Background: an optimization exercise with open tools, aiming at small area. Do not read the settings as production practice. Where RTL was checked, it was by simulation tests only, not by an equivalence proof against the original. The RTL of runs 3 and 7 was laid out without a check of its function. The flow treats the clock pin as an ideal source, which a real chip does not have. Power figures rest on the tool's default switching activity, not on a simulated workload.

==> design.v <==
`timescale 1ns / 1ps
module VGA(
input clk, rst,
input [7:0] rect_color,
output reg hsync,vsync,
output reg [7:0] color
    );
reg [1:0] q;
always @(posedge clk or posedge rst) begin
  if (rst) q <= 2'b00;
  else     q <= {q[0], ~q[1]};
end
wire tick = q[1] & q[0];
reg [9:0] h;
reg [9:0] v;
wire hw = h[9] & h[8] & h[5];           
wire vw = v[9] & v[3] & v[0];           
wire hwrap = tick & hw;
wire vwrap = hwrap & vw;
wire [9:0] hinc = h + {9'd0, tick};
wire [9:0] vinc = v + {9'd0, hwrap};
always @(posedge clk or posedge rst) begin
  if (rst) begin
    h <= 10'd0;
    v <= 10'd0;
  end else begin
    h <= hinc & ~{hwrap, hwrap, 2'b00, hwrap, 4'b0000, hwrap};
    v <= vinc & ~{vwrap, 5'b00000, vwrap, 1'b0, vwrap, 1'b0};
  end
end
wire hp = h[9] & ~h[8] & h[7] & (h[6] | h[5] | h[4]) & ~(h[6] & h[5] & h[4]);
wire vp = (v[8:1] == 8'b11110101);
always @(posedge clk or posedge rst) begin
  if (rst) begin
    hsync <= 1'b0;
    vsync <= 1'b0;
  end else if (tick) begin
    hsync <= ~hp;
    vsync <= ~vp;
  end
end
wire frame = tick & ~vsync & ~vp;
reg [2:0] k8;
reg [1:0] m3;
always @(posedge clk or posedge rst) begin
  if (rst) begin
    k8 <= 3'd0;
    m3 <= 2'd0;
  end else if (frame) begin
    k8 <= k8 + 1'b1;
    m3 <= {m3[0], ~(m3[1] | m3[0])};
  end
end
wire z = ~(m3[1] | m3[0]);
wire p = k8[0];
wire d_ge1 = p | ~z;
wire d_ge2 = ~(p ^ z);
wire d_ge3 = p & z;
wire l_ge1 = k8 != 3'd0;
wire l_ge2 = (k8[2] ^ k8[1]) | (k8[1] & ~k8[0]) | (k8[2] & ~k8[1] & ~k8[0]);
wire l_ge3 = k8 == 3'd3 || k8 == 3'd4 || k8 == 3'd5;
wire l_ge4 = k8 == 3'd4;
wire h_lo = h[9:2] == 8'd0;               
wire h_hi = h[9:2] == 8'b10011111;        
wire h_640 = h[9] & h[7] & ~h[8];         
wire v_lo = v[9:2] == 8'd0;               
wire v_hi = v[8:2] == 7'b1110111;         
wire v_480 = v[8] & v[7] & v[6] & v[5];   
wire hreg = ~(h[9] & (h[8] | (h[7] & (h[6:0] != 7'd0))));
wire vreg = ~v[9] & ~(v[8] & v[7] & v[6] & v[5] & (v[4:0] != 5'd0));
wire xout = (h_lo & ((h[1:0] == 2'd0 & l_ge1) | (h[1:0] == 2'd1 & l_ge2) |
                     (h[1:0] == 2'd2 & l_ge3) | (h[1:0] == 2'd3 & l_ge4))) |
            (h_hi & ((h[1:0] == 2'd1 & ~l_ge1) | (h[1:0] == 2'd2 & ~l_ge2) |
                     (h[1:0] == 2'd3 & ~l_ge3))) |
            (h_640 & ~l_ge4);
wire yout = (v_lo & ((v[1:0] == 2'd0 & d_ge1) | (v[1:0] == 2'd1 & d_ge2) |
                     (v[1:0] == 2'd2 & d_ge3))) |
            (v_hi & v[1] & ~v[0] & ~d_ge1) |
            (v_hi & v[1] & v[0] & ~d_ge2) |
            (v_480 & ~d_ge3);
wire inreg = hreg & vreg;
wire inrect = ~xout & ~yout;
always @(posedge clk or posedge rst) begin
  if (rst)
    color <= 8'b0000_0000;
  else if (tick)
    color <= inreg ? (inrect ? rect_color : 8'b0000_0011) : 8'b0000_0000;
end
endmodule
==> run.sh <==
#!/bin/bash
# synth_recipe.tcl (not shown) runs the flow's synth.tcl, then flattens the netlist and writes it again
# the make line also repeats each setting of config.mk as NAME=value (left out here)
make -C /OpenROAD-flow-scripts/flow DESIGN_CONFIG=/design/flow/config.mk WORK_HOME=/design/flow/orfs CLKGATE_MAP_FILE= SYNTH_SCRIPT=/design/flow/synth_recipe.tcl finish
==> config.mk <==
export PLATFORM = sky130hd
export DESIGN_NAME = VGA
export DESIGN_NICKNAME = VGA
export VERILOG_FILES = /design/flow/design.v
export SDC_FILE = /design/flow/constraint.sdc
export NUM_CORES = 4
export LEC_CHECK = 0
export CAP_MARGIN = 20
export CORE_MARGIN = 2
export CORE_UTILIZATION = 40
export SLEW_MARGIN = 20
==> constraint.sdc <==
create_clock -name core_clock -period 10.0 [get_ports {clk}]
set_input_delay 2.0000 -clock core_clock [delete_from_list [all_inputs] [get_ports {clk}]]
set_output_delay 2.0000 -clock core_clock [all_outputs]
set_load 0.01 [all_outputs]
==> results of run 1 <==
-- flip-flops by register name, summed over array words and instances (netlist names) --
signal,flops
h,10
v,10
color,8
k8,3
m3,2
q,2
hsync,1
vsync,1
-- metrics by stage --
stage	hold slack (ns)	setup WS, ns
after detailed placement	0.369	7.05
after CTS	0.377	6.78
after global placement	0.364	7.09
after global routing	0.400	6.76
final	0.377	6.80
after floorplan	0.354	7.17
-- metal layers --
layer  part of all wire  vias up
met4              0.015        0
li1                   -      692
met3              0.056        6
met1               0.44      709
met5                  0        -
met2               0.49       44
-- logic make-up after synthesis --
family	after synthesis
compound gates	34
flops	37
xor+xnor	15
simple gates	70
buf+inv	11
mux	2
fa+ha+maj	9
-- power breakdown --
part           internal [mW]  switching (mW)  total (mW)
sequential             0.150               0       0.150
combinational        0.00333         0.00330     0.00663
clock                 0.0813          0.0517       0.133
-- area by class of cell --
class	count	area, µm²
fill	425	2390
multi-input combinational	130	943
sequential	37	926
timing repair buffer	20	198
clock buffer	7	86.3
tap	54	67.6
clock inverter	1	30.0
inverter	6	22.5
-- worst max-delay path by stage --
stage | startpoint | end | cells past startpoint | slack (ns)
detailed placement | rect_color[0] | color[0]$_DFFE_PP0P_ | 3 | 7.05
finish | vsync$_DFFE_PP0P_ | vsync | 1 | 6.80
global placement | rect_color[1] | color[1]$_DFFE_PP0P_ | 3 | 7.09
global route | vsync$_DFFE_PP0P_ | vsync | 1 | 6.76
CTS | vsync$_DFFE_PP0P_ | vsync | 1 | 6.78
floorplan | rst | color[0]$_DFFE_PP0P_ | 1 | 7.17
-- layout by cell type (no fill, tap or decap), types with 2 or more instances in the layout --
cell type,instances
a211oi_1,2
a21oi_1,4
a22o_1,6
and4_1,2
and4_2,2
clkbuf_8,6
clkdlybuf4s50_1,19
dfrtp_1,37
ha_1,9
inv_1,6
mux2_2,2
nand2_1,13
nand2b_1,2
nand3_1,9
nand4_1,5
nor2_1,8
nor2b_1,6
nor3_1,4
nor3b_1,3
nor4b_1,2
o211ai_1,2
o211ai_2,2
o21ai_0,7
o31ai_1,2
or3_1,4
or3_2,2
xnor2_1,10
xor2_1,5
-- worst register-to-register path: stages (launching register included) --
cell and delay, ns:
dfrtp_1 0.49, inv_1 0.13, ha_1 0.25, nor3b_1 0.28, nor3b_1 0.09, o311a_1 0.38
nor4b_4 0.43, a22o_1 0.20
==> impl_results.md, run 1 <==
- Die height: around 73 µm
- Worst-path fanout max: 3
- Startpoint types: register
- Crit Path Class: reg -> out
- Main area contributors after synthesis: dfrtp_1 48%, ha_1 5.9%, xnor2_1 4.6%
- Synth async-reset ratio: 1.00
- Outcome: no timing/DRC/antenna violations
- Final ANT Viol Nets: 0
- Vias: 1451
- Post-synth top flop: dfrtp_1
- Hold depth: 0
- Setup violations, final: 0
- Worst Hold Launch: q[0]$_DFF_PP0_
- Setup crit end kind: output pin
- Post-DP HPWL: roughly 2800 µm
- Yosys warns: 1
- Final worst-path cycle share: 0.320
- Initial antenna violation count: 0
- Starting Density: 0.412
- Hold EP: q[1]$_DFF_PP0_
- R2R Path End: color[7]$_DFFE_PP0P_
- Post-synth top area cell: dfrtp_1
- R2r worst-path depth: 7
- Core Area: 0.00466 mm²
- Adder-Cell Fraction of Synth Area: 0.0587
- Mean area per synthesized cell: between 10 and 15 µm²
- DR vias/cell: 5.69
- N_diodes: 0
- Clk buf depth: 2
- Fmax: ~310 MHz
- Post-synth EDFFs: 0
- Most frequent cell after synthesis: dfrtp_1
- Slowest CP cell: clkdlybuf4s50_1
- Post-CTS sizing: 0
- HP Class: reg -> reg
- DR WL/cell: 15.0 µm
- R2r setup slk: a little under 8 ns
- Period minus WS final: roughly 3.2 ns
- Max Cap Viol: 0
- Grt peak-use layer: met2
- Total Nets Final: between 200 and 250
- DRC: 0
- Sequential share of the synthesized area: 0.483
- Area grow syn2layout: 18.5%
- WP buf/inv: 1
- Dpl cells: around 250
- Post-synthesis instance total: 178
- Clock latency (worst-skew pair): roughly 0.29 ns
- Clock slew at reported path FFs: roughly 0.07 ns
- Mapped Area: 0.00192 mm²
- Number of global-route vias before repair: 1476
- Clock sinks: 37
- Total Die Area: between 0.005 and 0.006 mm²
- Design area: roughly 0.0023 mm²
- RSZ-0062 raised after global routing: false
- Final Wtd Congestion: 0.767
- Core Util, Final: 0.488
- Worst stage delay on the critical path: between 0.5 and 0.6 ns
- Clock Skew: ~0.0086 ns
- 1st-iter DRT viols: between 90 and 100
- CTS tree: yes
- Synth Area in Compound Gates: 0.133
- Met1 Use GR: 0.201
- H-tree levels: 2
- Worst VDD drop: 0.0408 mV
- Final Slew Violations: 0
- RR Startpoint: k8[0]$_DFFE_PP0P_
- Drt pass-1 iters: 4
- CTS buffer count: 5
- Mux contribution to synthesized area: 0.0117
- Syn nets: about 200
- Synth Area in XOR/XNOR: 0.0685
- Final std cells w/o fill: around 260
- Max-slew headroom: 0.466
- Fin. Hold Viols: 0
- Leak: approximately 0.99 nW
- #FFs+latches synth: 37
- CP Cell Sequence: clkdlybuf4s50_1
- Worst endpoint required time: roughly 8 ns
- Area fraction of the dominant cell type after synthesis: 0.483
- Port Buffers: 19
- # Post-CTS Setup Buffers: 0
- # rows: 25
- Setup_tns: 0 ns
- Grt met3 use: 0.0483
- Hold buffer count at cts: 0
- GRT met2 Usage: 0.271
- Chip Width: approximately 73 µm
- First-pass GRT wire length: 6750 µm
- Overall power: a little under 0.3 mW
- Synth top cells by count: 37 x dfrtp_1, 13 x nand2_1, 10 x xnor2_1
- Power Dens Cells: about 130 mW/mm²
- Grt ovf: 0
- Layout cell share with drive strength beyond 1: 0.0945
- CTS Root Cell: clkbuf_8
- Largest family of logic cells by synthesized area: simple AND/OR/NAND/NOR gates
- Largest net degree at the start of global routing: 38
- Final wirelength: 3830 µm
- Worst-margin pin slew: 0.795 ns
- Total GRT Usage: 0.163
- # IOs: 20
- Simple-Gate Fraction of Synth Area: 0.220
- Crit-path leading delay family: buffers and inverters
- WP data arrival: 1.20 ns
- Placed Area: 0.00216 mm²
- Library cells used by synthesis: between 40 and 50
==> inputs of run 2 (changes only) <==
==> flow/run.sh (new file) <==
#!/bin/bash
# Own layout flow: the standard flow, with
#  - synthesis whose ABC mapping uses an area script (flow/synth.tcl, flow/area.script),
#  - port buffers of the smallest buffer cell,
#  - a clock tree without dummy loads.
set -euo pipefail
W=$PWD
export AREA_ABC_SCRIPT=$W/flow/area.script
bash standard.sh SYNTH_SCRIPT=$W/flow/synth.tcl synth > $W/synth.log 2>&1
bash standard.sh \
  "BUFFER_PORTS_ARGS=-buffer_cell sky130_fd_sc_hd__buf_1" \
  "CTS_ARGS=-sink_clustering_enable -repair_clock_nets -dont_use_dummy_load" \
  finish > $W/layout.log 2>&1
==> flow/area.script (new file) <==
strash
&get -n
&deepsyn -T 20
&put
&get -n
&dch -f
&nf -R 1000
&put
==> flow/synth.tcl (new file) <==
# The standard synthesis script, with ABC's technology mapping done by an
# area-oriented script (flow/area.script) instead of ORFS's speed script.
# Registers are mapped by dfflibmap before ABC runs, so they are unchanged.
proc synth {args} { yosys synth -nofsm -noshare {*}$args }
proc abc {args} {
  set i [lsearch -exact $args -script]
  if { $i >= 0 } { lset args [expr {$i + 1}] $::env(AREA_ABC_SCRIPT) }
  set j [lsearch -exact $args -D]
  if { $j >= 0 } { set args [lreplace $args $j [expr {$j + 1}]] }
  yosys abc {*}$args
}
source $::env(SCRIPTS_DIR)/synth.tcl
# left out here: clear keep_hierarchy, flatten, clean up, hide names made inside functions, write 1_2_yosys.v
==> standard.sh (new file) <==
#!/bin/bash
# synth_recipe.tcl (not shown) runs the flow's synth.tcl, then flattens the netlist and writes it again
# the make line also repeats each setting of config.mk as NAME=value (left out here)
make -C /OpenROAD-flow-scripts/flow DESIGN_CONFIG=/design/flow/config.mk WORK_HOME=/design/flow/orfs CLKGATE_MAP_FILE= SYNTH_SCRIPT=/design/flow/synth_recipe.tcl "${@:-finish}"
removed: run.sh
==> run 2 against run 1 <==
  * Still clean on timing, DRC and antenna
  * Global-route usage down 0.34 points
  * Synthesized cell count down 6.7%
  * Maximum frequency up 14%
  * Clock skew up 0.0095 ns
  * Critical path depth unchanged
  * Routed wire length down 9.8%
  * Worst hold slack better by 0.015 ns
  * Register-to-register slack worse by 0.14 ns
  * First-iteration DRC count down 32%
  * Sequential share of layout area up 6.6 points
  * Sequential cell count unchanged
  * Clock power down 31%
==> impl_results.md, run 2 <==
- Outcome: no timing/DRC/antenna violations
- Setup violations, final: 0
- Hold buffer count at cts: 0
- Post-synthesis instance total: roughly 170
- Core Util, Final: 0.459
- # Post-CTS Setup Buffers: 0
- Sw Ratio: 0.205
- Total Nets Final: about 210
- Commonest non-fill, non-tap cells in the layout: 37 x dfrtp_1, 19 x buf_1, 18 x nor2_1
- H-tree levels: 2
- Chip Width: 70.0 µm
- Leak: 0.872 nW
- Post-synth top flop: dfrtp_1
- Crit-path leading delay family: flip-flops
- Fin. Hold Viols: 0
- #FFs+latches synth: 37
- WP buf/inv: 1
- Dpl cells: 238
- Clock slew at reported path FFs: about 0.080 ns
- Worst stage delay on the critical path: about 0.38 ns
- Worst-margin pin slew: ~0.53 ns
- Yosys warns: 1
- Largest regs: h (10), v (10), color (8)
- Hold depth: 0
- Slowest CP cell: dfrtp_1
- 1st-iter DRT viols: between 60 and 70
- # rows: 24
- Library cells used by synthesis: 32
- Final ANT Viol Nets: 0
- Max Cap Viol: 0
- Final worst-path cycle share: 0.280
- Syn nets: between 150 and 200
- Main area contributors after synthesis: dfrtp_1 53%, ha_1 6.5%, nor2_1 3.9%
- Area grow syn2layout: 12.2%
- Largest net degree at the start of global routing: 38
- WP data arrival: ~0.8 ns
- DR vias/cell: about 5.4
- Grt ovf: 0
- Total Die Area: about 0.0049 mm²
- Part of the power in the clock network: 0.374
- CTS tree: yes
- CTS buffer count: 5
- Initial antenna violation count: 0
- Mapped Area: roughly 0.0017 mm²
- Setup crit end kind: output pin
- Fmax: around 360 MHz
- Max-slew headroom: 0.645
- Post-synth top area cell: dfrtp_1
- N_diodes: 0
- Internal: 0.196 mW
- Mean area per synthesized cell: 10.5 µm²
- Die height: 70.0 µm
- Net switching power: about 0.050 mW
- First-pass GRT wire length: between 6000 and 7000 µm
- Synth top cells by count: 37 x dfrtp_1, 18 x nor2_1, 16 x nand2_1
- HP Class: reg -> reg
- Startpoint types: register
- Synth async-reset ratio: 1.00
- Final Slew Violations: 0
- Crit Path Class: reg -> out
- Port Buffers: 19
- Drt pass-1 iters: 4
- Clock sinks: 37
- DRC: 0
- Most frequent cell after synthesis: dfrtp_1
- Area fraction of the dominant cell type after synthesis: 0.531
- Leading cell type in the layout, fill and taps excluded: dfrtp_1
- R2r worst-path depth: 10
- Layout cell share with drive strength beyond 1: 0.0314
- Power Dens Cells: around 130 mW/mm²
- Gate power share: 0.018
- Setup_tns: 0 ns
- Worst-path fanout max: 2
- Period minus WS final: about 2.8 ns
- # IOs: 20
- Post-DP HPWL: ~2500 µm
- RSZ-0062 raised after global routing: false
- Final std cells w/o fill: about 240
- Number of global-route vias before repair: about 1400
- Clock Skew: roughly 0.018 ns
- WHS: roughly 0.39 ns
- Flop pwr share: 0.609
- Clock latency (worst-skew pair): around 0.29 ns
- Total GRT Usage: 0.160
- Core Area: roughly 0.0043 mm²
- CP Cell Sequence: buf_1
- Post-synth EDFFs: 0
- Vias: between 1000 and 1500
- Worst VDD drop: ~0.058 mV
- CTS Root Cell: clkbuf_8
- Final wirelength: roughly 3400 µm
- WP depth: 1
- Final Wtd Congestion: 0.843
- Sequential share of the synthesized area: 0.531
- Worst endpoint required time: about 8 ns
- Post-CTS sizing: 0
- Starting Density: 0.409
- Clk buf depth: 2
- DR WL/cell: about 14 µm
## run 2: changes by cell type in the layout (fill, tap and decap cells not counted), moves of 3 or more
cell and delta:
buf_1 +19, clkdlybuf4s50_1 -19, nor2_1 +10, clkinv_1 +7, a21oi_1 +6, inv_1 -6
xnor2_1 -4, and3_1 +3, nand2_1 +3, nand3_1 -3, nand4_1 -3, nor3b_1 -3
## run 2: power by group through the flow
stage / Combinational [mW] / Clock, mW / Sequential [mW]
finish: 0.00438 / 0.0919 / 0.150
global route: 0.00522 / 0.102 / 0.150
CTS: 0.00464 / 0.0949 / 0.150
detailed placement: 0.00460 / 0 / 0.152
global placement: 0.00447 / 0 / 0.152
floorplan: 0.00221 / 0 / 0.152
## run 2: cell type report
class	count	area (µm²)
multi-input cells	122	792
clock buffers	5	68.8
well taps	52	65.1
repair buffers	20	78.8
inverters	7	26.3
fillers	423	2310
flip-flops and latches	37	926
## run 2: per-stage QoR
step	instance area (µm²)	power, mW	setup slack [ns]
2_1_floorplan	1740	0.155	7.51
3_3_place_gp	1890	0.157	7.50
3_5_place_dp	1890	0.157	7.50
4_1_cts	1960	0.249	7.19
5_1_grt	1960	0.257	7.15
6_report	1960	0.246	7.20
## run 2: path summary, 6_finish.rpt
path                                      start              endpoint  slack [ns]
max in group asynchronous                   rst     m3[0]$_DFFE_PP0P_        7.88
min in group asynchronous                   rst  color[6]$_DFFE_PP0P_        1.77
max reg2reg                      q[0]$_DFF_PP0_        v[9]$_DFF_PP0_        7.57
min reg2reg                      q[0]$_DFF_PP0_        q[1]$_DFF_PP0_        0.39
min                              q[0]$_DFF_PP0_        q[1]$_DFF_PP0_        0.39
max                        color[2]$_DFFE_PP0P_              color[2]        7.20
## run 2: cells by family (layout without fill, tap and decap cells)
logic type	Yosys count	after routing	share of synthesized area
DFF	37	37	0.531
AOI/OAI and AO/OA	36	36	0.143
muxes	2	2	0.0129
and+or+nand+nor	64	64	0.179
xor gates and xnor gates	11	11	0.0552
buffers and inverters	7	32	0.0151
adders and majority gates	9	9	0.0646
## run 2: routing by layer
layer	vias up	GRT usage	part of all wire
met1	638	0.202	0.46
met3	7	0.0476	0.032
met4	0	0.0598	0.017
met5	-	0	0
li1	653	-	-
met2	17	0.259	0.49
==> inputs of run 3 (changes only) <==
--- a/design.v
+++ b/design.v
@@ -17,8 +17,19 @@
 wire vw = v[9] & v[3] & v[0];           
 wire hwrap = tick & hw;
 wire vwrap = hwrap & vw;
-wire [9:0] hinc = h + {9'd0, tick};
-wire [9:0] vinc = v + {9'd0, hwrap};
+reg [9:0] hinc, vinc;
+reg hc, vc;
+integer i;
+always @(*) begin
+  hc = tick;
+  vc = hwrap;
+  for (i = 0; i < 10; i = i + 1) begin
+    hinc[i] = h[i] ^ hc;
+    hc = hc & h[i];
+    vinc[i] = v[i] ^ vc;
+    vc = vc & v[i];
+  end
+end
 always @(posedge clk or posedge rst) begin
   if (rst) begin
     h <= 10'd0;
@@ -47,7 +58,7 @@
     k8 <= 3'd0;
     m3 <= 2'd0;
   end else if (frame) begin
-    k8 <= k8 + 1'b1;
+    k8 <= {k8[2] ^ (k8[1] & k8[0]), k8[1] ^ k8[0], ~k8[0]};
     m3 <= {m3[0], ~(m3[1] | m3[0])};
   end
 end
==> flow/run.sh (replaced) <==
#!/bin/bash
# Own layout flow: the standard flow (standard.sh), with
#  - synthesis whose ABC mapping uses an area script (flow/synth.tcl, flow/area.script);
#    registers are mapped before ABC runs and are the standard synthesis's,
#  - port buffers of the smallest buffer cell,
#  - the clock tree built by flow/clkbuf.tcl (run before CTS; TritonCTS then skips the
#    already buffered clock net): the clock port drives CLKBUF_N buffers, each driving
#    one group of flip-flops.
set -euo pipefail
W=$PWD
export AREA_ABC_SCRIPT=$W/flow/area.script
export CLKBUF_CELL=sky130_fd_sc_hd__clkbuf_8
export CLKBUF_N=2
bash standard.sh SYNTH_SCRIPT=$W/flow/synth.tcl synth > $W/synth.log 2>&1
bash standard.sh \
  "BUFFER_PORTS_ARGS=-buffer_cell sky130_fd_sc_hd__buf_1" \
  "PRE_CTS_TCL=$W/flow/clkbuf.tcl" \
  finish > $W/layout.log 2>&1
==> flow/clkbuf.tcl (new file) <==
# Clock buffering in place of TritonCTS: the clock port drives N buffers
# (CLKBUF_N, cell CLKBUF_CELL), each driving the flip-flops of one group; the
# groups split the flip-flops by x position. Every flip-flop's clock goes
# through exactly one buffer.
set block [ord::get_db_block]
set dbu [[ord::get_db_tech] getDbUnitsPerMicron]
set cell $::env(CLKBUF_CELL)
set nbuf $::env(CLKBUF_N)
set clknet [$block findNet clk]
set sinks {}
foreach it [$clknet getITerms] {
  set b [[$it getInst] getBBox]
  lappend sinks [list [expr {([$b xMin] + [$b xMax]) / 2}] [expr {([$b yMin] + [$b yMax]) / 2}] $it]
}
set sinks [lsort -integer -index 0 $sinks]
set n [llength $sinks]
for {set g 0} {$g < $nbuf} {incr g} {
  set lo [expr {$g * $n / $nbuf}]
  set hi [expr {($g + 1) * $n / $nbuf - 1}]
  set pins {}
  set xs 0; set ys 0
  foreach s [lrange $sinks $lo $hi] {
    set it [lindex $s 2]
    lappend pins [get_pins -of_objects [get_cells [[$it getInst] getName]] -filter "name == CLK"]
    set xs [expr {$xs + [lindex $s 0]}]
    set ys [expr {$ys + [lindex $s 1]}]
  }
  set m [expr {$hi - $lo + 1}]
  set r [insert_buffer -buffer_cell $cell -net clk -load_pins $pins \
    -buffer_name clkbuf_$g -net_name clknet_$g \
    -location [list [expr {double($xs) / $m / $dbu}] [expr {double($ys) / $m / $dbu}]]]
  set bi [sta::sta_to_db_inst $r]
  foreach it [$bi getITerms] {
    set nn [$it getNet]
    if {$nn ne "NULL"} { $nn setSigType CLOCK }
  }
}
detailed_placement
set_propagated_clock [all_clocks]
--- a/config.mk
+++ b/config.mk
@@ -7,5 +7,5 @@
 export LEC_CHECK = 0
 export CAP_MARGIN = 20
 export CORE_MARGIN = 2
-export CORE_UTILIZATION = 40
+export CORE_UTILIZATION = 60
 export SLEW_MARGIN = 20
==> run 3 against run 2 <==
  * Synthesized cell count down 11%
  * Core utilization rose by 22 points
  * Combinational power shrank 3%
  * Global-route usage up 3.3 points
  * Total power down 15%
  * Maximum frequency fell by 6.0%
  * Via count shrank 11%
  * Critical endpoint is now h[8]$_DFF_PP0_
  * Largest cell class unchanged
  * Largest power group unchanged
  * Sequential cell count is the same
  * Final area shrank 4.5%
  * Critical path type is now reg -> reg
  * Cell count decreased by 18%
==> impl_results.md, run 3 <==
- Setup violations, final: 0
- DP Worst Slack: between 7 and 8 ns
- Syn nets: around 180
- DR WL/cell: 14.5 µm
- Main area contributors after synthesis: dfrtp_1 54%, ha_1 18%, a22o_1 3.1%
- Simple-Gate Fraction of Synth Area: 0.128
- Final worst slack: 7.02 ns
- Worst-path fanout max: 13
- Fmax: between 300 and 400 MHz
- Chip Width: roughly 58 µm
- Yosys warns: 1
- Post-DP HPWL: roughly 2200 µm
- Final std cells w/o fill: 200
- Cell mode on critical path: ha_1
- Adder-Cell Fraction of Synth Area: 0.182
- Mean area per synthesized cell: 11.7 µm²
- Synth async-reset ratio: 1.00
- Core Util, Final: 0.683
- # rows: 19
- Core Area: ~0.0027 mm²
- CP Cell Sequence: nand2_1 -> clkinv_1 -> ha_1 -> ha_1 -> ha_1 -> ha_1 -> ha_1 -> ha_1 -> ha_1 -> ha_1 -> ha_1 -> nor2b_1
- Starting Density: 0.630
- R2r setup slk: 7.02 ns
- Setup crit end kind: register
- Startpoint types: register
- Port Buffers: 19
- DR vias/cell: roughly 5.8
- Max-slew headroom: 0.680
- # IOs: 20
- Max Cap Viol: 0
- Final ANT Viol Nets: 0
- Synth Area in XOR/XNOR: 0.0203
- Post-synth top flop: dfrtp_1
- Vias: between 1000 and 1500
- Largest net degree at the start of global routing: 38
- 1st-iter DRT viols: 26
- WHS: around 0.37 ns
- Crit Path Class: reg -> reg
- R2r worst-path depth: 12
- Outcome: no timing/DRC/antenna violations
- First-pass GRT wire length: ~5200 µm
- Grt ovf: 0
- Power Dens Cells: 111 mW/mm²
- Net switching power: 0.0389 mW
- Final worst-path cycle share: 0.298
- Final Slew Violations: 0
- Final wirelength: between 2000 and 3000 µm
- #FFs+latches synth: 37
- Drt pass-1 iters: 4
- Post-synth EDFFs: 0
- R2R Path End: h[8]$_DFF_PP0_
- Post-CTS sizing: 0
- CP Capture Point: h[8]$_DFF_PP0_
- Largest regs: h (10), v (10), color (8)
- Total GRT Usage: 0.193
- Hold buffer count at cts: 0
- WP data arrival: 3.02 ns
- Layout cell share with drive strength beyond 1: 0.0178
- Worst stage delay on the critical path: around 0.4 ns
- DRC: 0
- Largest family of logic cells by synthesized area: adder cells
- Total Die Area: 0.00332 mm²
- Post-synth top area cell: dfrtp_1
- Slowest CP cell: dfrtp_1
- Post-synthesis instance total: 147
- Fin. Hold Viols: 0
- Initial antenna violation count: 0
- Clock Skew: about 0.016 ns
- Part of the power in the clock network: 0.261
- Sw Ratio: 0.187
- Flop pwr share: 0.718
- # Post-CTS Setup Buffers: 0
- Die height: ~58 µm
- Worst-margin pin slew: 0.475 ns
- RR Startpoint: q[1]$_DFF_PP0_
- Mapped Area: 0.00172 mm²
- Gate power share: 0.021
- Period minus WS final: between 2 and 3 ns
- Area grow syn2layout: 8.42%
- Leak: between 0.9 and 1 nW
- Worst endpoint required time: about 10 ns
- Clock slew at reported path FFs: about 0.12 ns
- Dpl cells: 198
- Leading cell type in the layout, fill and taps excluded: dfrtp_1
- Clock latency (worst-skew pair): roughly 0.17 ns
- Synth top cells by count: 37 x dfrtp_1, 25 x ha_1, 13 x nand2_1
- WP depth: 12
- Area fraction of the dominant cell type after synthesis: 0.537
- Final Wtd Congestion: a little under 0.9
- Setup_tns: 0 ns
- HP Class: reg -> reg
- Worst Hold Launch: q[0]$_DFF_PP0_
- Internal: 0.169 mW
- Worst VDD drop: approximately 0.13 mV
- Crit-path leading delay family: adder cells
- Synth Area in Compound Gates: 0.102
- Sequential share of the synthesized area: 0.537
- Commonest non-fill, non-tap cells in the layout: 37 x dfrtp_1, 25 x ha_1, 19 x buf_1
- RSZ-0062 raised after global routing: false
- Number of global-route vias before repair: about 1200
- Mux contribution to synthesized area: 0.0131
- Total Nets Final: roughly 210
- Worst setup path startpoint: q[1]$_DFF_PP0_
- Most frequent cell after synthesis: dfrtp_1
- Fillcell total: a little under 200
- N_diodes: 0
- Library cells used by synthesis: 26
- WP buf/inv: 1
[run 3: cell count changes in the layout (fill, tap and decap cells not counted), moves of 2 or more]
| cell | before | now |
|---|---|---|
| o21ai_0 | 5 | 8 |
| nor2_1 | 18 | 10 |
| ha_1 | 9 | 25 |
| xnor2_1 | 6 | 4 |
| nor4_1 | 1 | 3 |
| xor2_1 | 5 | 0 |
| clkbuf_8 | 5 | 2 |
| and3_1 | 4 | 1 |
| a21oi_1 | 10 | 4 |
| nand2_1 | 16 | 13 |
| nor3_1 | 6 | 2 |
[run 3: through the flow]
stage          instance area (µm²)  total power, mW
6_report                      1870            0.208
5_1_grt                       1870            0.215
3_5_place_dp                  1840            0.157
4_1_cts                       1870            0.211
2_1_floorplan                 1720            0.155
3_3_place_gp                  1840            0.157
[run 3: logic make-up (layout without fill, tap and decap cells)]
| family | count (synthesis) | count (layout) |
|---|---|---|
| multiplexers | 2 | 2 |
| flip-flops | 37 | 37 |
| buffers and inverters | 8 | 30 |
| AND/OR/NAND/NOR | 45 | 45 |
| AO/OA/AOI/OAI | 26 | 26 |
| adder cells (fa/ha/maj) | 25 | 25 |
| XOR/XNOR | 4 | 4 |
[run 3: worst min-delay path by stage]
stage | slack, ns | cells past startpoint | end
after floorplan | 0.35 | 0 | q[1]$_DFF_PP0_
after global placement | 0.36 | 0 | q[1]$_DFF_PP0_
after detailed placement | 0.36 | 0 | q[1]$_DFF_PP0_
after CTS | 0.37 | 0 | q[1]$_DFF_PP0_
after global routing | 0.38 | 0 | q[1]$_DFF_PP0_
final | 0.37 | 0 | q[1]$_DFF_PP0_
[run 3: power by group through the flow]
stage	clock [mW]	combinational, mW	sequential, mW
2_1_floorplan	0	0.00221	0.152
3_3_place_gp	0	0.00440	0.152
3_5_place_dp	0	0.00455	0.152
4_1_cts	0.0569	0.00456	0.150
5_1_grt	0.0607	0.00507	0.150
6_report	0.0544	0.00427	0.150
[run 3: layer usage]
layer | routed length [µm] | track usage | share of wire
met5 | 0 | 0 | 0
met1 | 1370 | 0.266 | 0.47
met2 | 1410 | 0.341 | 0.49
met3 | 82 | 0.0136 | 0.028
met4 | 29 | 0.0299 | 0.010
[run 3: final cells by class, clock buffers not listed]
| type | instances | area (µm²) | share of cell area |
|---|---|---|---|
| Inverter | 8 | 30.0 | 0.0161 |
| Sequential cell | 37 | 926 | 0.496 |
| Tap cell | 31 | 38.8 | 0.0208 |
| Timing Repair Buffer | 20 | 78.8 | 0.0422 |
| Multi-Input combinational cell | 102 | 767 | 0.411 |
==> inputs of run 4 (changes only) <==
--- a/design.v
+++ b/design.v
@@ -2,7 +2,7 @@
 module VGA(
 input clk, rst,
 input [7:0] rect_color,
-output reg hsync,vsync,
+output hsync,vsync,
 output reg [7:0] color
     );
 reg [1:0] q;
@@ -11,6 +11,12 @@
   else     q <= {q[0], ~q[1]};
 end
 wire tick = q[1] & q[0];
+reg started;
+always @(posedge clk or posedge rst) begin
+  if (rst) started <= 1'b0;
+  else if (tick) started <= 1'b1;
+end
+wire clr = ~started & ~tick;
 reg [9:0] h;
 reg [9:0] v;
 wire hw = h[9] & h[8] & h[5];           
@@ -30,8 +36,8 @@
     vc = vc & v[i];
   end
 end
-always @(posedge clk or posedge rst) begin
-  if (rst) begin
+always @(posedge clk) begin
+  if (clr) begin
     h <= 10'd0;
     v <= 10'd0;
   end else begin
@@ -39,22 +45,17 @@
     v <= vinc & ~{vwrap, 5'b00000, vwrap, 1'b0, vwrap, 1'b0};
   end
 end
-wire hp = h[9] & ~h[8] & h[7] & (h[6] | h[5] | h[4]) & ~(h[6] & h[5] & h[4]);
 wire vp = (v[8:1] == 8'b11110101);
-always @(posedge clk or posedge rst) begin
-  if (rst) begin
-    hsync <= 1'b0;
-    vsync <= 1'b0;
-  end else if (tick) begin
-    hsync <= ~hp;
-    vsync <= ~vp;
-  end
-end
+wire h0 = (h == 10'd0);
+wire hp_prev = (h >= 10'd657) & (h <= 10'd752);                
+wire vp_prev = h0 ? (v == 10'd491 || v == 10'd492) : vp;       
+assign hsync = started & ~hp_prev;
+assign vsync = started & ~vp_prev;
 wire frame = tick & ~vsync & ~vp;
 reg [2:0] k8;
 reg [1:0] m3;
-always @(posedge clk or posedge rst) begin
-  if (rst) begin
+always @(posedge clk) begin
+  if (clr) begin
     k8 <= 3'd0;
     m3 <= 2'd0;
   end else if (frame) begin
@@ -79,16 +80,10 @@
 wire v_480 = v[8] & v[7] & v[6] & v[5];   
 wire hreg = ~(h[9] & (h[8] | (h[7] & (h[6:0] != 7'd0))));
 wire vreg = ~v[9] & ~(v[8] & v[7] & v[6] & v[5] & (v[4:0] != 5'd0));
-wire xout = (h_lo & ((h[1:0] == 2'd0 & l_ge1) | (h[1:0] == 2'd1 & l_ge2) |
-                     (h[1:0] == 2'd2 & l_ge3) | (h[1:0] == 2'd3 & l_ge4))) |
-            (h_hi & ((h[1:0] == 2'd1 & ~l_ge1) | (h[1:0] == 2'd2 & ~l_ge2) |
-                     (h[1:0] == 2'd3 & ~l_ge3))) |
-            (h_640 & ~l_ge4);
-wire yout = (v_lo & ((v[1:0] == 2'd0 & d_ge1) | (v[1:0] == 2'd1 & d_ge2) |
-                     (v[1:0] == 2'd2 & d_ge3))) |
-            (v_hi & v[1] & ~v[0] & ~d_ge1) |
-            (v_hi & v[1] & v[0] & ~d_ge2) |
-            (v_480 & ~d_ge3);
+wire [2:0] L = k8[2] ? (3'd0 - k8) : k8;
+wire [1:0] D = {d_ge2, d_ge1 & ~(d_ge2 & ~d_ge3)};
+wire xout = (h_lo & ({1'b0, h[1:0]} < L)) | (h_hi & ({1'b0, h[1:0]} > L)) | (h_640 & ~l_ge4);
+wire yout = (v_lo & (v[1:0] < D)) | (v_hi & v[1] & ({1'b0, v[0]} + 2'd1 > D)) | (v_480 & ~d_ge3);
 wire inreg = hreg & vreg;
 wire inrect = ~xout & ~yout;
 always @(posedge clk or posedge rst) begin
==> flow/run.sh (replaced) <==
#!/bin/bash
# Own layout flow: the standard flow (standard.sh), with
#  - synthesis (flow/synth.tcl) whose ABC mapping tries a few area-oriented
#    scripts (deepsyn with different seeds, then area-recovering mapping) and
#    keeps the smallest; no adder cells are extracted (ADDER_MAP_FILE empty);
#    registers are mapped before ABC runs and are the standard synthesis's,
#  - port buffers of the smallest buffer cell,
#  - the clock tree built by flow/clkbuf.tcl (run before CTS; TritonCTS then
#    skips the already buffered clock net): the clock port drives CLKBUF_N
#    buffers, each driving one group of flip-flops.
# Each tool's output goes to its own log in this folder.
set -euo pipefail
W=$PWD
mkdir -p $W/abc
S=""
for seed in 1 2 3 4 5 6; do
  printf 'strash\n&get -n\n&deepsyn -T 15 -S %s\n&put\n&get -n\n&dch -f\n&nf -R 1000 -p -C 32 -F 8\n&put\n' $seed > $W/abc/area$seed.script
  S="$S $W/abc/area$seed.script"
done
export AREA_ABC_SCRIPTS="$S"
export CLKBUF_CELL=sky130_fd_sc_hd__clkbuf_8
export CLKBUF_N=2
bash standard.sh SYNTH_SCRIPT=$W/flow/synth.tcl ADDER_MAP_FILE= synth > $W/synth.log 2>&1
bash standard.sh \
  "BUFFER_PORTS_ARGS=-buffer_cell sky130_fd_sc_hd__buf_1" \
  "PRE_CTS_TCL=$W/flow/clkbuf.tcl" \
  finish > $W/layout.log 2>&1
==> flow/synth.tcl (replaced) <==
# The standard synthesis script (synth_recipe.tcl), except that ABC's
# technology mapping runs each area-oriented script in AREA_ABC_SCRIPTS
# (instead of ORFS's speed script) and keeps the smallest result. Registers are
# mapped by dfflibmap before ABC runs, so they are the standard synthesis's.
proc synth {args} { yosys synth -nofsm -noshare {*}$args }
proc abc {args} {
  set i [lsearch -exact $args -script]
  set j [lsearch -exact $args -D]
  if { $j >= 0 } { set args [lreplace $args $j [expr {$j + 1}]] }
  yosys design -save pre_abc
  set best ""
  foreach s $::env(AREA_ABC_SCRIPTS) {
    yosys design -load pre_abc
    lset args [expr {$i + 1}] $s
    yosys abc {*}$args
    set st [tee -q -s result.string stat {*}$::lib_args]
    regexp {Chip area for module [^:]*: *([0-9.]+)} $st -> a
    puts "ABC script $s: area $a"
    if { $best eq "" || $a < $best } {
      set best $a
      yosys design -save best_abc
    }
  }
  yosys design -load best_abc
  puts "ABC kept area $best"
}
source $::env(SCRIPTS_DIR)/synth.tcl
# left out here: clear keep_hierarchy, flatten, clean up, hide names made inside functions, write 1_2_yosys.v
--- a/config.mk
+++ b/config.mk
@@ -6,6 +6,7 @@
 export NUM_CORES = 4
 export LEC_CHECK = 0
 export CAP_MARGIN = 20
-export CORE_MARGIN = 2
-export CORE_UTILIZATION = 60
+export CORE_AREA = 2.5 2.5 72.5 72.5
+export DIE_AREA = 0 0 75 75
+export PLACE_DENSITY = 0.8
 export SLEW_MARGIN = 20
removed: flow/area.script
==> run 4 against run 3 <==
  * Largest power group unchanged
  * Global-route usage down 8.6 points
  * Final area shrank 8.8%
  * Still clean
  * Largest cell class unchanged
  * Critical path type is now reg -> out
  * Cell count up 31%
  * Critical endpoint is now vsync
  * Routed wire length rose by 5.7%
==> impl_results.md, run 4 <==
- Outcome: no timing/DRC/antenna violations
- Post-synth top area cell: dfxtp_1
- Total Die Area: 0.00563 mm²
- R2r worst-path depth: 6
- Post-synth top flop: dfxtp_1
- Hold buffer count at cts: 0
- Area fraction of the dominant cell type after synthesis: 0.329
- Vias: roughly 1300
- WP data arrival: about 1.6 ns
- Crit Path Class: reg -> out
- Final worst-path cycle share: 0.363
- Total GRT Usage: 0.107
- Leak: approximately 0.64 nW
- Setup_tns: 0 ns
- HP Class: reg -> reg
- Core Util, Final: 0.361
- Syn nets: around 180
- Final ANT Viol Nets: 0
- R2r setup slk: roughly 7.6 ns
- Final wirelength: 3060 µm
- Cell mode on critical path: nand2_1
- Synth async-reset ratio: 0.306
- Fmax: around 280 MHz
- Synth top cells by count: 25 x dfxtp_1, 23 x nand2_1, 21 x nor2_1
- Worst stage delay on the critical path: approximately 0.36 ns
- Area grow syn2layout: 12.0%
- Post-synth EDFFs: 0
- RSZ-0062 raised after global routing: false
- Worst endpoint required time: ~8.0 ns
- Crit-path leading delay family: simple AND/OR/NAND/NOR gates
- WP buf/inv: 1
- Design area: 0.00170 mm²
- Setup crit end kind: output pin
- Starting Density: 0.322
- Clock slew at reported path FFs: 0.11 ns
- N_diodes: 0
- Post-synthesis instance total: ~170
- DP Worst Slack: around 6.6 ns
- Chip Width: between 70 and 80 µm
- 1st-iter DRT viols: roughly 70
- Main area contributors after synthesis: dfxtp_1 33%, dfrtp_1 18%, nand2_1 5.7%
- Hold depth: 0
- DRC: 0
- First-pass GRT wire length: a little under 5000 µm
- Fin. Hold Viols: 0
- Grt ovf: 0
- # rows: 25
- Port Buffers: 19
- Max-slew headroom: 0.534
- Post-CTS sizing: 0
- Final Wtd Congestion: 0.822
- Mapped Area: ~0.0015 mm²
- Worst-path fanout max: 5
- Setup violations, final: 0
- Mean area per synthesized cell: about 8.8 µm²
- DR WL/cell: 11.7 µm
- Final worst slack: 6.37 ns
- Clock latency (worst-skew pair): between 0.15 and 0.2 ns
- CP Cell Sequence: nor2_1 -> nand2_1 -> nor4_1 -> nand2_1 -> o22ai_1 -> nand2_1 -> nand2_1 -> a21oi_1 -> buf_1
- Layout cell share with drive strength beyond 1: 0.0103
- Total Nets Final: approximately 210
- Worst Hold Launch: q[0]$_DFF_PP0_
- Most frequent cell after synthesis: dfxtp_1
- Library cells used by synthesis: 34
- Max Cap Viol: 0
- Placed Area: 0.00168 mm²
- Startpoint types: register
- Yosys warns: 1
- # Post-CTS Setup Buffers: 0
- Largest regs: h (10), v (10), color (8)
- Overall power: 0.200 mW
- Number of global-route vias before repair: 1129
- DR vias/cell: approximately 5
- Largest net degree at the start of global routing: 19
- Power Dens Cells: 118 mW/mm²
- Hold EP: q[1]$_DFF_PP0_
- # IOs: 20
- Post-DP HPWL: between 2000 and 2500 µm
- Slowest CP cell: dfxtp_1
- Commonest non-fill, non-tap cells in the layout: 25 x dfxtp_1, 23 x nand2_1, 21 x nor2_1
- Worst-margin pin slew: between 0.6 and 0.7 ns
- #FFs+latches synth: 36
- Drt pass-1 iters: 4
- Die height: approximately 75 µm
- R2R Path End: v[8]$_SDFF_PP0_
- Final Slew Violations: 0
- Sequential share of the synthesized area: 0.510
- Initial antenna violation count: 0
- RR Startpoint: q[1]$_DFF_PP0_
- Leading cell type in the layout, fill and taps excluded: dfxtp_1
- Clock Skew: about 0.013 ns
- Worst VDD drop: about 0.037 mV
- Period minus WS final: roughly 3.6 ns
- Core Area: 0.00472 mm²
==> run 4: cell types whose count changed in the layout (fill, tap and decap cells not counted), moves of 5 or more <==
cell      delta
a21oi_1     +13
dfxtp_1     +25
nand2_1     +10
dfrtp_1     -26
ha_1        -25
nor2_1      +11
clkinv_1     -5
a31oi_1      +5
nor3_1       +7
==> run 4: layer usage <==
layer / track usage / vias to the layer above / part of all wire
li1: - / 684 / -
met1: 0.140 / 608 / 0.47
met2: 0.191 / 14 / 0.49
met3: 0.0134 / 3 / 0.037
met4: 0.0159 / 0 / 0.0036
met5: 0 / - / 0
==> run 4: final cells by class, clock buffers not listed <==
cell class / count / area, µm²
Fill cell: 482 / 3020
Sequential cell: 36 / 776
Multi-Input combinational cell: 134 / 733
Tap cell: 67 / 83.8
Timing Repair Buffer: 19 / 71.3
Inverter: 3 / 11.3
==> run 4: cells by family after synthesis <==
kind of cell           Yosys count  share of synthesized area
AO/OA/AOI/OAI                   56                      0.235
XOR/XNOR                         2                     0.0115
buffers and inverters            3                    0.00741
flip-flops                      36                      0.510
AND/OR/NAND/NOR                 76                      0.236
==> run 4: worst max-delay path by stage <==
stage                    start  endpoint  cells past startpoint
5_1_grt        h[1]$_SDFF_PP0_     vsync                      9
4_1_cts        h[1]$_SDFF_PP0_     vsync                      9
2_1_floorplan  h[1]$_SDFF_PP0_     hsync                      6
3_5_place_dp   h[1]$_SDFF_PP0_     vsync                      9
6_report       h[1]$_SDFF_PP0_     vsync                      9
3_3_place_gp   h[1]$_SDFF_PP0_     vsync                      9
==> run 4: power by group <==
group	total [mW]	internal (mW)	switching, mW	leakage [nW]
clock	0.0544	0.0187	0.0357	0.0144
combinational	0.00205	0.000811	0.00124	0.295
sequential	0.144	0.144	0	0.335
total	0.200	0.163	0.0370	0.644
==> run 4: metrics by stage <==
stage / std cells / hold WS, ns
floorplan: 173 / 0.395
global placement: 259 / 0.421
detailed placement: 259 / 0.411
CTS: 261 / 0.429
global route: 261 / 0.463
finish: 261 / 0.426
==> inputs of run 5 (changes only) <==
--- a/design.v
+++ b/design.v
@@ -51,13 +51,13 @@
 wire vp_prev = h0 ? (v == 10'd491 || v == 10'd492) : vp;       
 assign hsync = started & ~hp_prev;
 assign vsync = started & ~vp_prev;
-wire frame = tick & ~vsync & ~vp;
+wire frame = vwrap;
 reg [2:0] k8;
 reg [1:0] m3;
 always @(posedge clk) begin
   if (clr) begin
-    k8 <= 3'd0;
-    m3 <= 2'd0;
+    k8 <= 3'd1;
+    m3 <= 2'd1;
   end else if (frame) begin
     k8 <= {k8[2] ^ (k8[1] & k8[0]), k8[1] ^ k8[0], ~k8[0]};
     m3 <= {m3[0], ~(m3[1] | m3[0])};
@@ -85,7 +85,7 @@
 wire xout = (h_lo & ({1'b0, h[1:0]} < L)) | (h_hi & ({1'b0, h[1:0]} > L)) | (h_640 & ~l_ge4);
 wire yout = (v_lo & (v[1:0] < D)) | (v_hi & v[1] & ({1'b0, v[0]} + 2'd1 > D)) | (v_480 & ~d_ge3);
 wire inreg = hreg & vreg;
-wire inrect = ~xout & ~yout;
+wire inrect = ~started | (~xout & ~yout);
 always @(posedge clk or posedge rst) begin
   if (rst)
     color <= 8'b0000_0000;
==> run 5 against run 4 <==
  * Clock power fell by 3%
  * Synthesized area decreased by 0.82%
  * Critical path type unchanged
  * Largest power group unchanged
  * Register-to-register slack got worse by 0.23 ns
  * Highest routed layer is now met3
  * Synthesized cell count is 1.2% lower
  * Combinational power increased by 5%
  * Via count increased by 1.5%
  * Maximum frequency decreased by 6.5%
  * Sequential share of layout area up 0.34 points
==> impl_results.md, run 5 <==
- Outcome: no timing/DRC/antenna violations
- Total Die Area: 0.00563 mm²
- WP data arrival: between 1.5 and 2 ns
- Max-slew headroom: 0.584
- Clock slew at reported path FFs: 0.10 ns
- Post-CTS sizing: 0
- #FFs+latches synth: 36
- Synth async-reset ratio: 0.306
- 1st-iter DRT viols: 73
- Fmax: 258 MHz
- Mapped Area: approximately 0.0015 mm²
- Leading cell type in the layout, fill and taps excluded: dfxtp_1
- Total Nets Final: 204
- Post-synth EDFFs: 0
- Mean area per synthesized cell: ~8.8 µm²
- Setup_tns: 0 ns
- Final ANT Viol Nets: 0
- Period minus WS final: between 3 and 4 ns
- Main area contributors after synthesis: dfxtp_1 33%, dfrtp_1 18%, a21oi_1 7.0%
- Initial antenna violation count: 0
- Hold buffer count at cts: 0
- Starting Density: 0.319
- Final Slew Violations: 0
- Worst setup path startpoint: h[1]$_SDFF_PP0_
- RR Startpoint: q[1]$_DFF_PP0_
- N_diodes: 0
- Commonest non-fill, non-tap cells in the layout: 25 x dfxtp_1, 21 x a21oi_1, 19 x buf_1
- # rows: 25
- Final worst-path cycle share: 0.388
- Chip Width: 75 µm
- Setup crit end kind: output pin
- Core Area: around 0.0047 mm²
- Worst-margin pin slew: between 0.6 and 0.7 ns
- DR WL/cell: 11.8 µm
- Worst stage delay on the critical path: between 0.5 and 0.6 ns
- Largest net degree at the start of global routing: 19
- HP Class: reg -> reg
- DRC: 0
- Yosys warns: 1
- Worst VDD drop: a little over 0.07 mV
- Most frequent cell after synthesis: dfxtp_1
- Post-DP HPWL: between 2000 and 2500 µm
- Clock Skew: approximately 0.0031 ns
- CP Cell Sequence: nor4_1 -> nand3_1 -> a22o_1 -> a31oi_1 -> buf_1
- Vias: approximately 1300
- Post-synthesis instance total: 171
- Grt ovf: 0
- Fin. Hold Viols: 0
- Crit Path Class: reg -> out
- Slowest CP cell: nor4_1
- R2r worst-path depth: 8
- Area fraction of the dominant cell type after synthesis: 0.332
- Total GRT Usage: 0.111
- Final Wtd Congestion: between 0.8 and 0.9
- Hold depth: 0
- Worst Hold Launch: q[0]$_DFF_PP0_
- Synth top cells by count: 25 x dfxtp_1, 21 x a21oi_1, 18 x nand2_1
- Number of global-route vias before repair: 1214
- # IOs: 20
- Core Util, Final: 0.358
- Area grow syn2layout: 12.1%
- Storage element area: 776 µm²
- RSZ-0062 raised after global routing: false
- Multi-input logic area: approximately 710 µm²
- R2r setup slk: around 7.3 ns
- Layout cell share with drive strength beyond 1: 0.0104
- Post-synth top flop: dfxtp_1
- First-pass GRT wire length: approximately 5200 µm
- Power Dens Cells: between 100 and 150 mW/mm²
- Clock latency (worst-skew pair): ~0.16 ns
- Final wirelength: approximately 3000 µm
- Leak: around 0.64 nW
- Max Cap Viol: 0
- Post-synth top area cell: dfxtp_1
- Worst-path fanout max: 7
- Drt pass-1 iters: 4
- Port Buffers: 19
- Largest regs: h (10), v (10), color (8)
- Syn nets: roughly 180
- Worst endpoint required time: approximately 8 ns
- Die height: roughly 75 µm
- # Post-CTS Setup Buffers: 0
- Sequential share of the synthesized area: 0.515
- DR vias/cell: about 5
- Fillcell total: 494
- Setup violations, final: 0
- Library cells used by synthesis: 32
- Startpoint types: register
## run 5: changes by cell type in the layout (fill, tap and decap cells not counted), sizes merged, moves of 2 or more
cell    previous run  this run
nand4              1         5
a32oi              1         3
nand2             23        18
nor4               4         2
nor2b              1         3
nand3              3         8
a21oi             17        21
nor3b              3         1
a31oi              6         4
nor2              21        16
and2               3         0
clkinv             3         7
and3               5         3
## run 5: worst paths after layout
kind,end
max in group asynchronous,color[1]$_DFFE_PP0P_
max reg2reg,v[9]$_SDFF_PP0_
max,vsync
min,q[1]$_DFF_PP0_
min in group asynchronous,color[3]$_DFFE_PP0P_
min reg2reg,q[1]$_DFF_PP0_
## run 5: kinds of logic (layout without fill, tap and decap cells)
group	count (synthesis)	after routing	synth area share
AOI/OAI and AO/OA	56	56	0.234
xor gates and xnor gates	1	1	0.00581
buffers and inverters	7	28	0.0174
DFF	36	36	0.515
and+or+nand+nor	71	71	0.228
## run 5: metal layers
layer	global-route usage	wire length (µm)	up-vias
met2	0.191	1440	22
met5	0	0	-
met4	0.00198	0	0
li1	-	-	681
met3	0.00803	128	0
met1	0.161	1480	625
## run 5: metrics by stage
step	total power, mW	hold slack (ns)	setup slack (ns)	instance area [µm²]	instances
2_1_floorplan	0.148	0.407	6.56	1510	171
3_3_place_gp	0.149	0.447	6.34	1660	257
3_5_place_dp	0.149	0.432	6.31	1660	257
4_1_cts	0.202	0.469	6.11	1690	259
5_1_grt	0.206	0.497	5.93	1690	259
6_report	0.199	0.465	6.12	1690	259
## run 5: cell type report, clock buffers not listed
type                    count  share of cell area
well taps                  67              0.0496
repair buffers             19              0.0422
flip-flops and latches     36               0.459
multi-input cells         128               0.417
inverters                   7              0.0155
## run 5: report_power, final
| part | switching (mW) | total, mW | leakage [nW] | internal (mW) |
|---|---|---|---|---|
| clock | 0.0340 | 0.0526 | 0.0144 | 0.0186 |
| sequential | 0 | 0.144 | 0.335 | 0.144 |
| combinational | 0.00134 | 0.00216 | 0.295 | 0.000816 |
## run 5: critical path: cells and delay by family (launching register included)
kind            cells  cell delay, ns
compound gates      2            0.44
flops               1            0.37
buf+inv             1            0.16
simple gates        2            0.75
==> inputs of run 6 (changes only) <==
--- a/flow/run.sh
+++ b/flow/run.sh
@@ -13,7 +13,7 @@
 W=$PWD
 mkdir -p $W/abc
 S=""
-for seed in 1 2 3 4 5 6; do
+for seed in 1 2 3 4 5 6 7 8 9 10 11 12; do
   printf 'strash\n&get -n\n&deepsyn -T 15 -S %s\n&put\n&get -n\n&dch -f\n&nf -R 1000 -p -C 32 -F 8\n&put\n' $seed > $W/abc/area$seed.script
   S="$S $W/abc/area$seed.script"
 done
==> run 6 against run 5 <==
  * Still clean
  * Sequential share of layout area unchanged
  * Critical path depth unchanged
  * Cell count unchanged
  * Final area unchanged
  * Maximum frequency unchanged
  * Sequential cell count unchanged
==> impl_results.md, run 6 <==
- Outcome: no timing/DRC/antenna violations
- Synth async-reset ratio: 0.306
- Power Dens Cells: between 100 and 150 mW/mm²
- Syn nets: approximately 180
- Yosys warns: 1
- Leading cell type in the layout, fill and taps excluded: dfxtp_1
- Number of global-route vias before repair: roughly 1200
- Synth top cells by count: 25 x dfxtp_1, 21 x a21oi_1, 18 x nand2_1
- Leak: roughly 0.64 nW
- Worst VDD drop: between 0.07 and 0.08 mV
- Post-synth top flop: dfxtp_1
- Clock latency (worst-skew pair): between 0.15 and 0.2 ns
- Final worst-path cycle share: 0.388
- Post-DP HPWL: ~2300 µm
- Chip Width: ~75 µm
- Mean area per synthesized cell: 8.82 µm²
- Post-synth EDFFs: 0
- Grt ovf: 0
- Hold buffer count at cts: 0
- Post-CTS sizing: 0
- First-pass GRT wire length: 5230 µm
- Library cells used by synthesis: 32
- Final Slew Violations: 0
- DR WL/cell: between 10 and 15 µm
- Largest net degree at the start of global routing: 19
- Area fraction of the dominant cell type after synthesis: 0.332
- Most frequent cell after synthesis: dfxtp_1
- Starting Density: 0.319
- WP data arrival: about 1.9 ns
- Clock slew at reported path FFs: approximately 0.10 ns
- Drt pass-1 iters: 4
- Startpoint types: register
- Setup violations, final: 0
- Port Buffers: 19
- Total Die Area: 0.00563 mm²
- Final ANT Viol Nets: 0
- Max Cap Viol: 0
- Total Nets Final: about 200
- N_diodes: 0
- Largest regs: h (10), v (10), color (8)
- Period minus WS final: 3.88 ns
- Post-synth top area cell: dfxtp_1
- Vias: around 1300
- Fin. Hold Viols: 0
- #FFs+latches synth: 36
- Fmax: roughly 260 MHz
- Final wirelength: about 3000 µm
- Worst-margin pin slew: between 0.6 and 0.7 ns
- Layout cell share with drive strength beyond 1: 0.0104
- Final Wtd Congestion: 0.855
- Setup_tns: 0 ns
- Overall power: between 0.15 and 0.2 mW
- Worst-path fanout max: 7
- DR vias/cell: 5.13
- RSZ-0062 raised after global routing: false
- Area grow syn2layout: 12.1%
- Clock Skew: just over 0.003 ns
- HP Class: reg -> reg
- Core Area: approximately 0.0047 mm²
- Sequential share of the synthesized area: 0.515
- Post-synthesis instance total: around 170
- Initial antenna violation count: 0
- Die height: between 70 and 80 µm
- Main area contributors after synthesis: dfxtp_1 33%, dfrtp_1 18%, a21oi_1 7.0%
- 1st-iter DRT viols: 73
- Max-slew headroom: 0.584
- Worst endpoint required time: 8.00 ns
- # IOs: 20
- Total GRT Usage: 0.111
- Crit Path Class: reg -> out
- DRC: 0
- # Post-CTS Setup Buffers: 0
- Commonest non-fill, non-tap cells in the layout: 25 x dfxtp_1, 21 x a21oi_1, 19 x buf_1
- Mapped Area: between 0.0015 and 0.002 mm²
- # rows: 25
- Setup crit end kind: output pin
[run 6: final timing paths]
check / startpoint / slack (ns) / cells after the start / end
max: h[1]$_SDFF_PP0_ / 6.12 / 5 / vsync
min: q[0]$_DFF_PP0_ / 0.47 / 0 / q[1]$_DFF_PP0_
max reg2reg: q[1]$_DFF_PP0_ / 7.34 / 8 / v[9]$_SDFF_PP0_
min reg2reg: q[0]$_DFF_PP0_ / 0.47 / 0 / q[1]$_DFF_PP0_
max in group asynchronous: rst / 8.06 / 2 / color[1]$_DFFE_PP0P_
min in group asynchronous: rst / 1.73 / 2 / color[3]$_DFFE_PP0P_
[run 6: kinds of logic (layout without fill, tap and decap cells)]
family,Yosys count,in the layout,share of synthesized area
and+or+nand+nor,71,71,0.228
buffers and inverters,7,28,0.0174
xor gates and xnor gates,1,1,0.00581
DFF,36,36,0.515
AOI/OAI and AO/OA,56,56,0.234
[run 6: cell type report, clock buffers not listed]
class	instances	area, µm²
fill	494	3030
inverter	7	26.3
multi-input combinational	128	706
sequential	36	776
timing repair buffer	19	71.3
tap	67	83.8
[run 6: report_power, final]
part / internal [mW] / switching (mW)
Combinational: 0.000816 / 0.00134
Sequential: 0.144 / 0
Clock: 0.0186 / 0.0340
Total: 0.163 / 0.0354
[run 6: worst max-delay path, cell delays in order, from the launching register on]
cell     delay [ns]
dfxtp_1        0.37
nor4_1         0.54
nand3_1        0.21
a22o_1         0.28
a31oi_1        0.16
buf_1          0.16
[run 6: stage by stage]
| step | hold WS, ns | setup slack [ns] | util | instances | instance area [µm²] |
|---|---|---|---|---|---|
| final | 0.465 | 6.12 | 0.358 | 259 | 1690 |
| after global routing | 0.497 | 5.93 | 0.358 | 259 | 1690 |
| after CTS | 0.469 | 6.11 | 0.358 | 259 | 1690 |
| after floorplan | 0.407 | 6.56 | - | 171 | 1510 |
| after global placement | 0.447 | 6.34 | 0.352 | 257 | 1660 |
| after detailed placement | 0.432 | 6.31 | 0.352 | 257 | 1660 |
[run 6: per-layer routing]
layer / global-route usage / vias to the layer above / wire length (µm)
met5: 0 / - / 0
li1: - / 681 / -
met1: 0.161 / 625 / 1480
met4: 0.00198 / 0 / 0
met3: 0.00803 / 0 / 128
met2: 0.191 / 22 / 1440
==> inputs of run 7 (changes only) <==
==> design.v (replaced) <==
`timescale 1ns / 1ps
module VGA(
input clk, rst,
input [7:0] rect_color,
output reg hsync,vsync,
output reg [7:0] color
    );
reg [1:0] q;
always @(posedge clk or posedge rst) begin
  if (rst) q <= 2'b00;
  else     q <= {q[0], ~q[1]};
end
wire tick = q[1] & q[0];
reg [9:0] h;
reg [9:0] v;
wire hw = h[9] & h[8] & h[5];           
wire vw = v[9] & v[3] & v[0];           
always @(posedge clk or posedge rst) begin
  if (rst) begin
    h <= 10'd0;
    v <= 10'd0;
  end else if (tick) begin
    if (hw) begin
      h <= 10'd0;
      v <= vw ? 10'd0 : v + 1'b1;
    end else
      h <= h + 1'b1;
  end
end
wire hp = h[9] & ~h[8] & h[7] & (h[6] | h[5] | h[4]) & ~(h[6] & h[5] & h[4]);
wire vp = (v[8:1] == 8'b11110101);
always @(posedge clk or posedge rst) begin
  if (rst) begin
    hsync <= 1'b0;
    vsync <= 1'b0;
  end else if (tick) begin
    hsync <= ~hp;
    vsync <= ~vp;
  end
end
wire frame = tick & ~vsync & ~vp;
reg [2:0] k8;
reg [1:0] m3;
always @(posedge clk or posedge rst) begin
  if (rst) begin
    k8 <= 3'd0;
    m3 <= 2'd0;
  end else if (frame) begin
    k8 <= k8 + 1'b1;
    m3 <= m3[1] ? 2'd0 : m3 + 1'b1;
  end
end
wire [2:0] L = k8[2] ? (~k8 + 1'b1) : k8;
wire [1:0] D = {~(k8[0] ^ (m3 == 2'd0)), k8[0]};
wire hreg = ~(h[9] & (h[8] | (h[7] & (h[6:0] != 7'd0))));
wire vreg = ~(v[8] & v[7] & v[6] & v[5] & (v[4:0] != 5'd0)) & ~v[9];
wire xlo = (h[9:2] != 8'd0) | (~L[2] & (h[1:0] >= L[1:0]));
wire xhi = (h[9:2] == 8'b10011111) ? ({1'b0, h[1:0]} <= L) :
           ~(h[9] & h[7]) | (L == 3'd4);
wire ylo = (v[9:2] != 8'd0) | (v[1:0] >= D);
wire yhi = (v[8:0] == 9'd478) ? (D != 2'd0) :
           (v[8:0] == 9'd479) ? D[1] :
           (v[8:0] == 9'd480) ? (D == 2'd3) : 1'b1;
wire inreg = hreg & vreg;
wire inrect = xlo & xhi & ylo & yhi;
always @(posedge clk or posedge rst) begin
  if (rst)
    color <= 8'b0000_0000;
  else if (tick)
    color <= inreg ? (inrect ? rect_color : 8'b0000_0011) : 8'b0000_0000;
end
endmodule
==> run.sh (new file) <==
#!/bin/bash
# synth_recipe.tcl (not shown) runs the flow's synth.tcl, then flattens the netlist and writes it again
# the make line also repeats each setting of config.mk as NAME=value (left out here)
make -C /OpenROAD-flow-scripts/flow DESIGN_CONFIG=/design/flow/config.mk WORK_HOME=/design/flow/orfs CLKGATE_MAP_FILE= SYNTH_SCRIPT=/design/flow/synth_recipe.tcl finish
--- a/config.mk
+++ b/config.mk
@@ -6,7 +6,6 @@
 export NUM_CORES = 4
 export LEC_CHECK = 0
 export CAP_MARGIN = 20
-export CORE_AREA = 2.5 2.5 72.5 72.5
-export DIE_AREA = 0 0 75 75
-export PLACE_DENSITY = 0.8
+export CORE_MARGIN = 2
+export CORE_UTILIZATION = 40
 export SLEW_MARGIN = 20
removed: flow/run.sh
removed: flow/clkbuf.tcl
removed: flow/synth.tcl
removed: standard.sh
==> run 7 against run 6 <==
  * Maximum frequency grew 21%
  * Clock power grew to 2.6 times the previous value
  * Combinational power grew to 3.0 times the previous value
  * Final area grew 42%
  * Die area shrank 0.27%
  * Sequential share of layout area shrank 7.3 points
  * Critical path depth shrank 4
  * Routed wire length grew 33%
  * Synthesized area grew 33%
  * Synthesized cell count grew 25%
  * First-iteration DRC count shrank 4.1%
==> impl_results.md, run 7 <==
- # IOs: 20
- Period minus WS final: between 3 and 4 ns
- Sequential share of the synthesized area: 0.460
- Net switching power: about 0.057 mW
- N_diodes: 0
- Worst endpoint required time: ~8.0 ns
- HP Class: reg -> reg
- Library cells used by synthesis: 35
- Worst-margin pin slew: approximately 0.78 ns
- Hold buffer count at cts: 0
- Syn nets: roughly 240
- Clock slew at reported path FFs: 0.07 ns
- Largest net degree at the start of global routing: 38
- Grt ovf: 0
- Fillcell total: 449
- Power Dens Cells: roughly 120 mW/mm²
- Part of the power in the clock network: 0.463
- Clock latency (worst-skew pair): just under 0.3 ns
- Post-synthesis instance total: around 210
- CTS buffer count: 5
- Gate power share: 0.022
- Max Cap Viol: 0
- Post-synth top area cell: dfrtp_1
- Die height: 74.9 µm
- Commonest non-fill, non-tap cells in the layout: 37 x dfrtp_1, 25 x nand2_1, 21 x nor2_1
- CTS Root Cell: clkbuf_8
- Post-synth top flop: dfrtp_1
- Vias: ~1500
- Slowest CP cell: clkdlybuf4s50_1
- Clk buf depth: 2
- Post-CTS sizing: 0
- Final Slew Violations: 0
- Largest regs: h (10), v (10), color (8)
- Startpoint types: register
- DRC: 0
- Internal: 0.234 mW
- Drt pass-1 iters: 4
- Mapped Area: around 0.0020 mm²
- Core Area: around 0.0048 mm²
- Area fraction of the dominant cell type after synthesis: 0.460
- Max-slew headroom: 0.473
- Design area: roughly 0.0024 mm²
- Final wirelength: approximately 4100 µm
- Post-synth EDFFs: 0
- # rows: 25
- DR vias/cell: ~5
- WP buf/inv: 1
- Post-DP HPWL: 2920 µm
- Total Die Area: between 0.005 and 0.006 mm²
- Yosys warns: 1
- Total Nets Final: approximately 260
- WP data arrival: 1.20 ns
- Port Buffers: 19
- Final ANT Viol Nets: 0
- DR WL/cell: about 13 µm
- # Post-CTS Setup Buffers: 0
- Area grow syn2layout: 19.4%
- Flop pwr share: 0.514
- Final worst-path cycle share: 0.320
- Placed Area: roughly 0.0023 mm²
- Worst-path fanout max: 3
- Leak: between 1 and 1.5 nW
- Clock sinks: 37
- Number of global-route vias before repair: about 1400
- Crit Path Class: reg -> out
- Mean area per synthesized cell: between 9 and 10 µm²
- Worst VDD drop: between 0.07 and 0.08 mV
- RSZ-0062 raised after global routing: false
- Worst stage delay on the critical path: approximately 0.55 ns
- Layout cell share with drive strength beyond 1: 0.0549
- Leading cell type in the layout, fill and taps excluded: dfrtp_1
- Total GRT Usage: 0.156
- Starting Density: 0.420
- Setup crit end kind: output pin
- Initial antenna violation count: 0
- H-tree levels: 2
- #FFs+latches synth: 37
- Fin. Hold Viols: 0
- First-pass GRT wire length: between 6000 and 7000 µm
- Sw Ratio: 0.195
- Setup_tns: 0 ns
- Setup violations, final: 0
- CP Cell Sequence: clkdlybuf4s50_1
- Synth top cells by count: 37 x dfrtp_1, 25 x nand2_1, 21 x nor2_1
- Main area contributors after synthesis: dfrtp_1 46%, ha_1 8.1%, nand2_1 4.7%
- Most frequent cell after synthesis: dfrtp_1
- Fmax: 313 MHz
- Chip Width: approximately 75 µm
- CTS tree: yes
- Outcome: no timing/DRC/antenna violations
- Clock Skew: roughly 0.0052 ns
- Synth async-reset ratio: 1.00
- 1st-iter DRT viols: 70
- Crit-path leading delay family: buffers and inverters
- Final Wtd Congestion: between 0.8 and 0.9
==> run 7: routing by layer <==
layer | vias to the layer above | global-route usage | routed length (µm)
li1 | 796 | - | -
met1 | 730 | 0.208 | 2010
met2 | 17 | 0.254 | 1910
met3 | 2 | 0.0361 | 114
met4 | 0 | 0.0476 | 22
met5 | - | 0 | 0
==> run 7: power by group through the flow <==
stage	combinational [mW]	clock [mW]	sequential [mW]
detailed placement	0.00688	0	0.152
global route	0.00750	0.143	0.149
CTS	0.00687	0.139	0.149
global placement	0.00685	0	0.152
finish	0.00653	0.135	0.150
floorplan	0.00220	0	0.152
==> run 7: cell type report <==
class                      count  area, µm²  share of cell area
multi-input combinational    155       1000               0.417
sequential                    37        926               0.386
timing repair buffer          22        213              0.0886
tap                           67       83.8              0.0349
clock buffer                   6       82.6              0.0344
inverter                      15       56.3              0.0234
clock inverter                 2       37.5              0.0156
==> run 7: metrics by stage <==
stage               utilization  setup slack (ns)  power (mW)  instances  hold WS, ns
floorplan                     -              7.17       0.155        214        0.354
global placement          0.477              7.11       0.159        296        0.366
CTS                       0.502              6.79       0.295        304        0.390
global route              0.502              6.75       0.300        304        0.396
finish                    0.502              6.80       0.291        304        0.382
detailed placement        0.477              7.11       0.159        296        0.364
==> run 7: worst paths after layout <==
| check | from | to | slack [ns] | depth (start not counted) |
|---|---|---|---|---|
| setup / recovery | color[0]$_DFFE_PP0P_ | color[0] | 6.80 | 1 |
| hold / removal | q[0]$_DFF_PP0_ | q[1]$_DFF_PP0_ | 0.38 | 0 |
| hold reg to reg | q[0]$_DFF_PP0_ | q[1]$_DFF_PP0_ | 0.38 | 0 |
| setup reg to reg | k8[0]$_DFFE_PP0P_ | color[1]$_DFFE_PP0P_ | 7.39 | 8 |
| min in group asynchronous | rst | color[7]$_DFFE_PP0P_ | 2.10 | 3 |
| max in group asynchronous | rst | q[0]$_DFF_PP0_ | 7.56 | 3 |
==> run 7: kinds of logic (layout without fill, tap and decap cells) <==
| logic type | after synthesis | count (layout) | share of synthesized area |
|---|---|---|---|
| AND/OR/NAND/NOR | 89 | 89 | 0.223 |
| AO/OA/AOI/OAI | 37 | 37 | 0.123 |
| buffers and inverters | 22 | 45 | 0.0411 |
| multiplexers | 2 | 2 | 0.00996 |
| adder cells (fa/ha/maj) | 13 | 13 | 0.0809 |
| flip-flops | 37 | 37 | 0.460 |
| XOR/XNOR | 14 | 14 | 0.0610 |

Check on run 7: ideal ports give 6.801 ns setup slack; a clkbuf_16 on the clock port and buf_2 on the inputs give 6.774 ns; moving port delays by the midpoint clock arrival (0.311 ns) as well gives 7.085 ns.
